Background: an optimization exercise with open tools, aiming at small area. Do not read the settings as production practice. Function was checked by simulation only, so behaviour that the tests miss may differ from the original. Power figures rest on the tool's default switching activity, not on a simulated workload.

[flow/design.v]
`timescale 1ns / 1ps
module clk_gen (
  input              clk_i,
  input              rst_i,
  input      [16:0]  baud_i,
  output             tx_tick_o,
  output             rx_tick_o
);
integer rx_max;
integer tx_max;
integer rx_count;
integer tx_count;
reg     tx_clk;
reg     rx_clk;
always @(posedge clk_i) begin
  if (rst_i) begin
    rx_max <= 0;
    tx_max <= 0;
  end
  else begin
    case(baud_i)
      4800: begin
        rx_max <=11'd651;
        tx_max <=14'd10416;
      end
      9600: begin
        rx_max <=11'd325;
        tx_max <=14'd5208;
      end
      14400: begin
        rx_max <=11'd217;
        tx_max <=14'd3472;
      end
      19200: begin
        rx_max <=11'd163;
        tx_max <=14'd2604;
      end
      38400: begin
        rx_max <=11'd81;
        tx_max <=14'd1302;
      end
      57600: begin
        rx_max <=11'd54;
        tx_max <=14'd868;
      end
      115200: begin
        rx_max <=11'd27;
        tx_max <=14'd434;
      end
      128000: begin
        rx_max <=11'd24;
        tx_max <=14'd392;
      end
      default: begin
        rx_max <=11'd325;
        tx_max <=14'd5208;
      end
    endcase
  end
end
always @(posedge clk_i) begin
  if (rst_i) begin
    rx_count <= 0;
    rx_clk   <= 0;
  end else begin
    if (rx_count <= rx_max) begin
      rx_count <= rx_count + 1;
    end else begin
      rx_clk   <= ~rx_clk;
      rx_count <= 0;
    end
  end
end
always @(posedge clk_i) begin
  if (rst_i) begin
    tx_count <= 0;
    tx_clk   <= 0;
  end else begin
    if (tx_count <= tx_max) begin
      tx_count <= tx_count + 1;
    end else begin
      tx_clk   <= ~tx_clk;
      tx_count <= 0;
    end
  end
end
assign tx_tick_o = (tx_count > tx_max) && !tx_clk;
assign rx_tick_o = (rx_count > rx_max) && !rx_clk;
endmodule
`timescale 1ns / 1ps
module uart_tx(
  input            clk_i,
  input            tick_i,
  input            tx_start_i,
  input            rst_i,
  input      [7:0] tx_data_i,
  input      [3:0] length_i,
  input            parity_type_i,
  input            parity_en_i,
  input            stop2_i,
  output reg       tx_o,
  output reg       tx_done_o,
  output reg       tx_err_o
);
reg [7:0] tx_reg;
wire start_b = 1'b0;
wire stop_b  = 1'b1;
reg  parity_bit;
integer count;
localparam [2:0] IDLE            = 3'd0,
                 START_BIT       = 3'd1,
                 SEND_DATA       = 3'd2,
                 SEND_PARITY     = 3'd3,
                 SEND_FIRST_STOP = 3'd4,
                 SEND_SEC_STOP   = 3'd5,
                 DONE            = 3'd6;
reg [2:0] state;
reg [2:0] next_state;
always @(posedge clk_i) begin
  if (rst_i)
    parity_bit <= 1'b0;
  else if (tick_i) begin
    if (parity_type_i == 1'b1) begin  
      case (length_i)
        4'd5    : parity_bit <= ^(tx_data_i[4:0]);
        4'd6    : parity_bit <= ^(tx_data_i[5:0]);
        4'd7    : parity_bit <= ^(tx_data_i[6:0]);
        4'd8    : parity_bit <= ^(tx_data_i[7:0]);
        default : parity_bit <= 1'b0;
      endcase
    end else begin
      case(length_i)
        4'd5    : parity_bit <= ~^(tx_data_i[4:0]);
        4'd6    : parity_bit <= ~^(tx_data_i[5:0]);
        4'd7    : parity_bit <= ~^(tx_data_i[6:0]);
        4'd8    : parity_bit <= ~^(tx_data_i[7:0]);
        default : parity_bit <= 1'b0;
      endcase
    end
  end
end
always @(posedge clk_i) begin
  if (rst_i)
    state <= IDLE;
  else if (tick_i)
    state <= next_state;
end
always @(posedge clk_i) begin
  if (rst_i)
    tx_reg <= 8'h00;
  else if (tick_i && state == START_BIT)
    tx_reg <= tx_data_i;
end
always @(*) begin
  tx_done_o  = 1'b0;
  tx_err_o   = 1'b0;
  tx_o       = 1'b1;
  next_state = state;
  case (state)
    IDLE:
      begin
        if (tx_start_i)
          next_state = START_BIT;
        else
          next_state = IDLE;
      end
    START_BIT:
      begin
        tx_o          = start_b;
        next_state    = SEND_DATA;
      end
    SEND_DATA:
      begin
        tx_o = tx_reg[count[2:0]];
        if (count < (length_i - 1))
          next_state = SEND_DATA;
        else if (parity_en_i)
          next_state = SEND_PARITY;
        else
          next_state = SEND_FIRST_STOP;
      end
    SEND_PARITY:
      begin
        tx_o          = parity_bit;
        next_state    = SEND_FIRST_STOP;
      end
    SEND_FIRST_STOP:
      begin
        tx_o = stop_b;
        if (stop2_i)
          next_state = SEND_SEC_STOP;
        else
          next_state = DONE;
      end
    SEND_SEC_STOP:
      begin
        tx_o        = stop_b;
        next_state  = DONE;
      end
    DONE:
      begin
        tx_done_o   = 1'b1;
        next_state  = IDLE;
      end
    default: next_state  = IDLE;
  endcase
end
always @(posedge clk_i) begin
  if (rst_i)
    count <= 0;
  else if (tick_i) begin
    case(state)
      IDLE            : count <= 0;
      START_BIT       : count <= 0;
      SEND_DATA       : count <= count + 1;
      SEND_PARITY     : count <= 0;
      SEND_FIRST_STOP : count <= 0;
      SEND_SEC_STOP   : count <= 0;
      DONE            : count <= 0;
      default         : count <= 0;
    endcase
  end
end
endmodule
`timescale 1ns / 1ps
module uart_rx (
  input              clk_i,
  input              tick_i,
  input              rx_start_i,
  input              rst_i,
  input              rx_i,
  input        [3:0] length_i,
  input              parity_type_i,
  input              parity_en_i,
  input              stop2_i,
  output reg   [7:0] rx_out_o,
  output reg         rx_done_o,
  output reg         rx_error_o
);
reg       parity;
reg [7:0] datard;
reg       err;
integer count;
integer bit_count;
localparam [2:0] IDLE             = 3'd0,
                 START_BIT        = 3'd1,
                 RECV_DATA        = 3'd2,
                 CHECK_PARITY     = 3'd3,
                 CHECK_FIRST_STOP = 3'd4,
                 CHECK_SEC_STOP   = 3'd5,
                 DONE             = 3'd6;
reg [2:0] state;
reg [2:0] next_state;
reg [7:0] rx_word;
always @(posedge clk_i) begin
  if (rst_i)
    state <= IDLE;
  else if (tick_i)
    state <= next_state;
end
always @(*) begin
  case (length_i)
    5       : rx_word = {3'b000, datard[7:3]};
    6       : rx_word = {2'b00,  datard[7:2]};
    7       : rx_word = {1'b0,   datard[7:1]};
    8       : rx_word = datard[7:0];
    default : rx_word = 8'h00;
  endcase
end
always @(*) begin
  rx_done_o  = 1'b0;
  rx_error_o = err;
  next_state = state;
  case (state)
    IDLE:
      begin
        rx_error_o = 1'b0;
        if (rx_start_i && !rx_i)
          next_state = START_BIT;
        else
          next_state = IDLE;
      end
    START_BIT:
      begin
        if (count == 7 && rx_i)
          next_state = IDLE;
        else if (count == 15)
          next_state = RECV_DATA;
        else
          next_state = START_BIT;
      end
    RECV_DATA:
      begin
        if (count == 15 && bit_count == (length_i - 1)) begin
          if (parity_en_i)
            next_state = CHECK_PARITY;
          else
            next_state = CHECK_FIRST_STOP;
        end else
          next_state = RECV_DATA;
      end
    CHECK_PARITY:
      begin
        if (count == 15)
          next_state = CHECK_FIRST_STOP;
        else
          next_state = CHECK_PARITY;
      end
    CHECK_FIRST_STOP:
      begin
        if (count == 15) begin
          if (stop2_i)
            next_state = CHECK_SEC_STOP;
          else
            next_state = DONE;
        end
      end
    CHECK_SEC_STOP:
      begin
        if (count == 15)
          next_state = DONE;
      end
    DONE:
      begin
        rx_done_o  = 1'b1;
        next_state = IDLE;
      end
    default: next_state = IDLE;
  endcase
end
always @(posedge clk_i) begin
  if (rst_i) begin
    datard   <= 8'h00;
    rx_out_o <= 8'h00;
    parity   <= 1'b0;
    err      <= 1'b0;
  end else if (tick_i) begin
    case (state)
      IDLE:
        err <= 1'b0;
      RECV_DATA:
        begin
          if (count == 7)
            datard <= {rx_i, datard[7:1]};
          else if (count == 15 && bit_count == (length_i - 1)) begin
            rx_out_o <= rx_word;
            if (parity_type_i)
              parity <= ^rx_word;
            else
              parity <= ~^rx_word;
          end
        end
      CHECK_PARITY:
        if (count == 7 && rx_i != parity)
          err <= 1'b1;
      CHECK_FIRST_STOP:
        if (count == 7 && rx_i != 1'b1)
          err <= 1'b1;
      CHECK_SEC_STOP:
        if (count == 7 && rx_i != 1'b1)
          err <= 1'b1;
      default: ;
    endcase
  end
end
always @(posedge clk_i) begin
  if (rst_i) begin
    count     <= 0;
    bit_count <= 0;
  end else if (tick_i) begin
    case (state)
      IDLE:
        begin
          count     <= 0;
          bit_count <= 0;
        end
      START_BIT:
        begin
          if(count < 15)
            count <= count + 1;
          else
            count <= 0;
        end
      RECV_DATA:
        begin
          if(count < 15)
            count <= count + 1;
          else begin
            count <= 0;
            bit_count <= bit_count + 1;
          end
        end
      CHECK_PARITY:
        begin
          if(count < 15)
            count <= count + 1;
          else
            count <= 0;
        end
      CHECK_FIRST_STOP:
        begin
          if(count < 15)
            count <= count + 1;
          else
            count <= 0;
        end
      CHECK_SEC_STOP:
        begin
          if(count < 15)
            count <= count + 1;
          else
            count <= 0;
        end
      DONE:
        begin
          count     <= 0;
          bit_count <= 0;
        end
      default:
        begin
          count     <= 0;
          bit_count <= 0;
        end
    endcase
  end
end
endmodule
`timescale 1ns / 1ns
module uart (
  input         clk_i,
  input         rst_i,
  input         tx_start_i,
  input         rx_start_i,
  input  [7:0]  tx_data_i,
  input         rx_i,         
  input  [16:0] baud_i,
  input  [3:0]  length_i,
  input         parity_type_i,
  input         parity_en_i,
  input         stop2_i,
  output        tx_done_o,
  output        rx_done_o,
  output        tx_err_o,
  output        rx_err_o,
  output        tx_o,         
  output [7:0]  rx_out_o
);
wire tx_tick, rx_tick;
clk_gen cg0 (
  .clk_i     (clk_i),
  .rst_i     (rst_i),
  .baud_i    (baud_i),
  .tx_tick_o (tx_tick),
  .rx_tick_o (rx_tick)
);
uart_tx tx0 (
  .clk_i          (clk_i),
  .tick_i         (tx_tick),
  .tx_start_i     (tx_start_i),
  .rst_i          (rst_i),
  .tx_data_i      (tx_data_i),
  .length_i       (length_i),
  .parity_type_i  (parity_type_i),
  .parity_en_i    (parity_en_i),
  .stop2_i        (stop2_i),
  .tx_o           (tx_o),
  .tx_done_o      (tx_done_o),
  .tx_err_o       (tx_err_o)
);
uart_rx rx0 (
  .clk_i          (clk_i),
  .tick_i         (rx_tick),
  .rx_start_i     (rx_start_i),
  .rst_i          (rst_i),
  .rx_i           (rx_i),
  .length_i       (length_i),
  .parity_type_i  (parity_type_i),
  .parity_en_i    (parity_en_i),
  .stop2_i        (stop2_i),
  .rx_out_o       (rx_out_o),
  .rx_done_o      (rx_done_o),
  .rx_error_o     (rx_err_o)
);
endmodule
[flow/run.sh]
#!/bin/bash
# synth_recipe.tcl (not shown) runs the flow's synth.tcl, then flattens the netlist and writes it again
# the make line also repeats each setting of config.mk as NAME=value (left out here)
make -C /OpenROAD-flow-scripts/flow DESIGN_CONFIG=/design/flow/config.mk WORK_HOME=/design/flow/orfs CLKGATE_MAP_FILE= SYNTH_SCRIPT=/design/flow/synth_recipe.tcl finish
[flow/config.mk]
export PLATFORM = sky130hd
export DESIGN_NAME = uart
export DESIGN_NICKNAME = uart
export VERILOG_FILES = /design/flow/design.v
export SDC_FILE = /design/flow/constraint.sdc
export NUM_CORES = 4
export LEC_CHECK = 0
export CAP_MARGIN = 20
export CORE_MARGIN = 2
export CORE_UTILIZATION = 40
export SLEW_MARGIN = 20
[flow/constraint.sdc]
create_clock -name core_clock -period 10.0 [get_ports {clk_i}]
set_input_delay 2.0000 -clock core_clock [delete_from_list [all_inputs] [get_ports {clk_i}]]
set_output_delay 2.0000 -clock core_clock [all_outputs]
set_load 0.01 [all_outputs]
==> flow_summary.json <==
{
  "final_antenna_net_count": 0,
  "num_cts_buffers": 24,
  "worst_setup_path_endpoint": "tx0.state[0]$_SDFFE_PP0P_",
  "hpwl_um": 20070,
  "grt_max_degree": 61,
  "placer_s_final_routability_congestion_estimate": 0.8353,
  "power.share.switching_pct": 23.15,
  "post-layout-total-power_mw": 1.842,
  "combinationalPowerShare_pct": 6.8,
  "rsz0062_at_grt": "no",
  "top_cells_by_area_in_the_synthesized_netlist": "dfxtp_1 (36%), xnor2_1 (7.2%), nor2_1 (7.0%)",
  "postCtsSetupRepairBufs": 0,
  "maxSlewHeadroom_pct": 33.98,
  "worst-path-buf-inv": 2,
  "grt_pass1_wl_um": 47820,
  "drv_slew": 0,
  "ys_seq_area_share_pct": 35.52,
  "drt_pre_antenna_iters": 7,
  "io_buffers": 48,
  "r2r_slack_ps": 6570,
  "worst_skew_pair.late_latency_ps": 520,
  "die_w_um": 175.6,
  "vdd_ir_drop_max_mv": 0.1256,
  "worst_hold_path_type": "flip-flop to flip-flop",
  "initial_core_util_pct": 40.82,
  "syn_area_um2": 11780,
  "placeableCoreArea_um2": 28860,
  "sequentialPowerShare_pct": 45.9,
  "maxCapViolations": 0,
  "root_buffer": "clkbuf_16",
  "report.final.setup_viol": 0,
  "synth_enable_flop_cells": 0,
  "critical_path_depth": 12,
  "synth_top_area_cell": "dfxtp_1",
  "syn_nets": 1529,
  "period_share_pct": 51.98,
  "first_global_vias": 9672,
  "layout.filler_cells": 2873,
  "synth_cells": 1428,
  "initialDrtViolationCount": 660,
  "floorplan.io_pins": 50,
  "post_route_cells_drive_above_1_share_pct": 4.235,
  "maxUsedRoutingLayer": "met4",
  "timing.setup.critical_path_class": "primary input to flip-flop",
  "max_freq_mhz": 192.4,
  "design.final.nets": 1549,
  "cts.repair.resized": 0,
  "critical_path.slowest_cell": "or3b_2",
  "crit_path_max_incr_delay_ps": 790,
  "crit_path_end_kind": "flip-flop",
  "clock-sinks": 209,
  "met2WireLength_um": 12540,
  "route.detailed.drc": 0,
  "cp_data_required_time_ps": 10360,
  "path_clk_slew_ps": 60,
  "synth_seq_cells": 209,
  "outcome": "complete, no violations",
  "tritoncts": "yes",
  "synth_top_area_share_pct": 35.52,
  "grt.overflow.total": 0,
  "timing.final.crit_period_ps": 5198,
  "worst_clock_skew_ps": 9.122,
  "htreeDepth": 1,
  "min_delay_path_depth": 2,
  "ys.warnings.count": 3,
  "die-area_um2": 30840,
  "wirelength_met1_um": 14040,
  "power.static_leakage_nw": 4.591,
  "totalWireLength_um": 28350,
  "crit_path_cell_trace": "clkdlybuf4s50_1 > inv_1 > ha_1 > or3b_2 > ha_1 > a211oi_1 > nor2_1 > a2111oi_0 > a211o_1 > nand3_1 > a41oi_1 > a211oi_1",
  "path_max_fanout": 32,
  "hold_violations": 0,
  "synth-async-reset-ratio_pct": 0,
  "reg2reg_depth": 9,
  "die_h_um": 175.6,
  "worstSetupStartpointType": "primary input",
  "synth_top_flop_cell": "dfxtp_1",
  "initial_antenna_violation_count": 1,
  "register_area_um2": 4185,
  "powerDensity_nw_per_um2": 138.0,
  "worstReg2RegEnd": "rx0.bit_count[22]$_SDFFE_PP0P_",
  "cts_hold_buf": 0,
  "crit_arrival_ps": 5560,
  "diodes": 0,
  "multiInputGateArea_um2": 7199,
  "post_drt_wl_per_cell_um": 15.34,
  "vias": 10170,
  "timing.setup.tns_ps": 0,
  "worst_path_dominant_cell_family": "compound AO/OA/AOI/OAI gates",
  "core.rowCount": 62,
  "count_of_unique_library_cells_instantiated_by_yosys": 70,
  "p_clk_share_pct": 47.3,
  "flow.area_growth_from_synthesis_pct": 13.29,
  "ctsLongestPathBuffers": 3,
  "critPathLaunch": "length_i[0]",
  "gr-usage-all-layers_pct": 18.36,
  "synthesis.area_per_instance_um2": 8.249,
  "power.net_switching_mw": 0.4263,
  "p_int_mw": 1.415,
  "worst_slew_pin_slew_ps": 981.2,
  "routed-wl-met3_um": 1210,
  "route.detailed.vias_per_inst": 5.501,
  "r2r-start": "cg0.rx_count[6]$_SDFF_PP0_"
}
per-layer routing:
layer	vias to the layer above	global-route usage (%)
met3	43	2.554
met4	0	4.683
met2	186	29.53
li1	5173	-
met1	4763	25.91
met5	-	0
logic make-up after synthesis:
logic type               synth area share (%)
AO/OA/AOI/OAI                           9.644
XOR/XNOR                                11.94
adder cells (fa/ha/maj)                 6.798
buffers and inverters                   3.601
flip-flops                              35.52
multiplexers                            2.592
other                                 0.03183
AND/OR/NAND/NOR                         29.88
power groups by stage:
stage	Sequential [mW]	Combinational (mW)	Clock [mW]
2_1_floorplan	0.861	0.0859	0
3_3_place_gp	0.864	0.124	0
3_5_place_dp	0.864	0.126	0
4_1_cts	0.845	0.126	0.898
5_1_grt	0.846	0.139	0.931
6_report	0.846	0.126	0.870
placed cells by master (no fill, tap or decap), types with 6 or more instances in the layout:
cell type | netlist | layout
nor3_1 | 43 | 43
xor2_1 | 61 | 61
xnor2_1 | 97 | 97
mux2i_1 | 26 | 26
clkbuf_16 | 0 | 25
dfxtp_1 | 209 | 208
a211oi_1 | 10 | 10
and2_1 | 12 | 12
nor4_1 | 65 | 64
nand3_1 | 76 | 76
clkbuf_1 | 47 | 9
nor3b_1 | 6 | 6
o21ai_0 | 43 | 43
and3_1 | 27 | 27
ha_1 | 64 | 64
nand4_1 | 62 | 62
clkdlybuf4s50_1 | 0 | 47
inv_1 | 39 | 39
a31oi_1 | 9 | 9
nand2_1 | 94 | 94
or4_1 | 10 | 10
buf_4 | 1 | 11
nor2_1 | 220 | 220
and4_1 | 15 | 15
or3_1 | 18 | 18
nor2b_1 | 6 | 6
a21oi_1 | 54 | 54
worst register-to-register path, stage by stage, from the launching register on:
cell and delay, ps:
dfxtp_1 370, ha_1 330, nand4_1 110, or2_1 220, a211oi_1 330, o41ai_4 120
buf_4 350, nor3_2 550, a21o_1 790, nor2_1 130
layout make-up:
| cell class | instances | share of cell area, % |
|---|---|---|
| clock inverters | 5 | 0.5625 |
| inverters | 39 | 1.097 |
| multi-input cells | 1115 | 53.95 |
| repair buffers | 59 | 4.182 |
| flip-flops and latches | 209 | 31.36 |
| well taps | 384 | 3.600 |
| clock buffers | 37 | 5.250 |
synth_stat cells, types with 4 or more instances:
cell / count
nor2_1: 220
dfxtp_1: 209
xnor2_1: 97
nand2_1: 94
nand3_1: 76
nor4_1: 65
ha_1: 64
nand4_1: 62
xor2_1: 61
a21oi_1: 54
clkbuf_1: 47
nor3_1: 43
o21ai_0: 43
inv_1: 39
and3_1: 27
mux2i_1: 26
or3_1: 18
and4_1: 15
and2_1: 12
a211oi_1: 10
or4_1: 10
a31oi_1: 9
buf_1: 8
buf_2: 6
nor2b_1: 6
nor3b_1: 6
a222oi_1: 5
nand3b_1: 5
o211ai_1: 5
o2bb2ai_1: 5
o31ai_1: 5
and4b_1: 4
o21ai_1: 4
metrics by stage:
| step | instances | utilization, % | setup WS, ps | hold slack [ps] | instance area, um^2 |
|---|---|---|---|---|---|
| global route | 1848 | 46.25 | 4394 | 502.0 | 13350 |
| CTS | 1848 | 46.25 | 4846 | 478.2 | 13350 |
| detailed placement | 1806 | 43.56 | 4300 | 466.0 | 12570 |
| global placement | 1806 | 43.56 | 4357 | 459.2 | 12570 |
| finish | 1848 | 46.25 | 4802 | 471.3 | 13350 |
| floorplan | 1428 | - | 4968 | 437.4 | 11780 |
worst min path at each step:
| stage | from | endpoint |
|---|---|---|
| 2_1_floorplan | cg0.rx_count[0]$_SDFF_PP0_ | cg0.rx_count[0]$_SDFF_PP0_ |
| 3_3_place_gp | cg0.rx_count[0]$_SDFF_PP0_ | cg0.rx_count[0]$_SDFF_PP0_ |
| 3_5_place_dp | cg0.rx_count[0]$_SDFF_PP0_ | cg0.rx_count[0]$_SDFF_PP0_ |
| 4_1_cts | rx0.count[1]$_SDFFE_PP0P_ | rx0.count[1]$_SDFFE_PP0P_ |
| 5_1_grt | rx0.count[1]$_SDFFE_PP0P_ | rx0.count[1]$_SDFFE_PP0P_ |
| 6_report | rx0.parity$_SDFFE_PP0P_ | rx0.parity$_SDFFE_PP0P_ |

re-timing with driven ports:
The flow's constraints put no driver on any port. The routed layout listed below was extracted and timed again, unchanged, in two steps.
Step 1: set_driving_cell puts a clkbuf_16 on clk_i and a buf_2 on each other input, an assumption about the parent block.
Step 2 also shifts input and output timing later by t, the mid clock arrival at the registers, as if the neighbouring blocks saw the same clock.
a / b / c = ideal ports / drivers / drivers and shift; a / b = the first two.
t, ns: 0.563
setup WS [ns]: 4.802 / 4.818 / 4.255
pins driven straight from the clock port: 1
After both steps this run still meets setup and hold. The setup slack of this run moves by +0.016 ns with the drivers and by -0.547 ns with both steps.
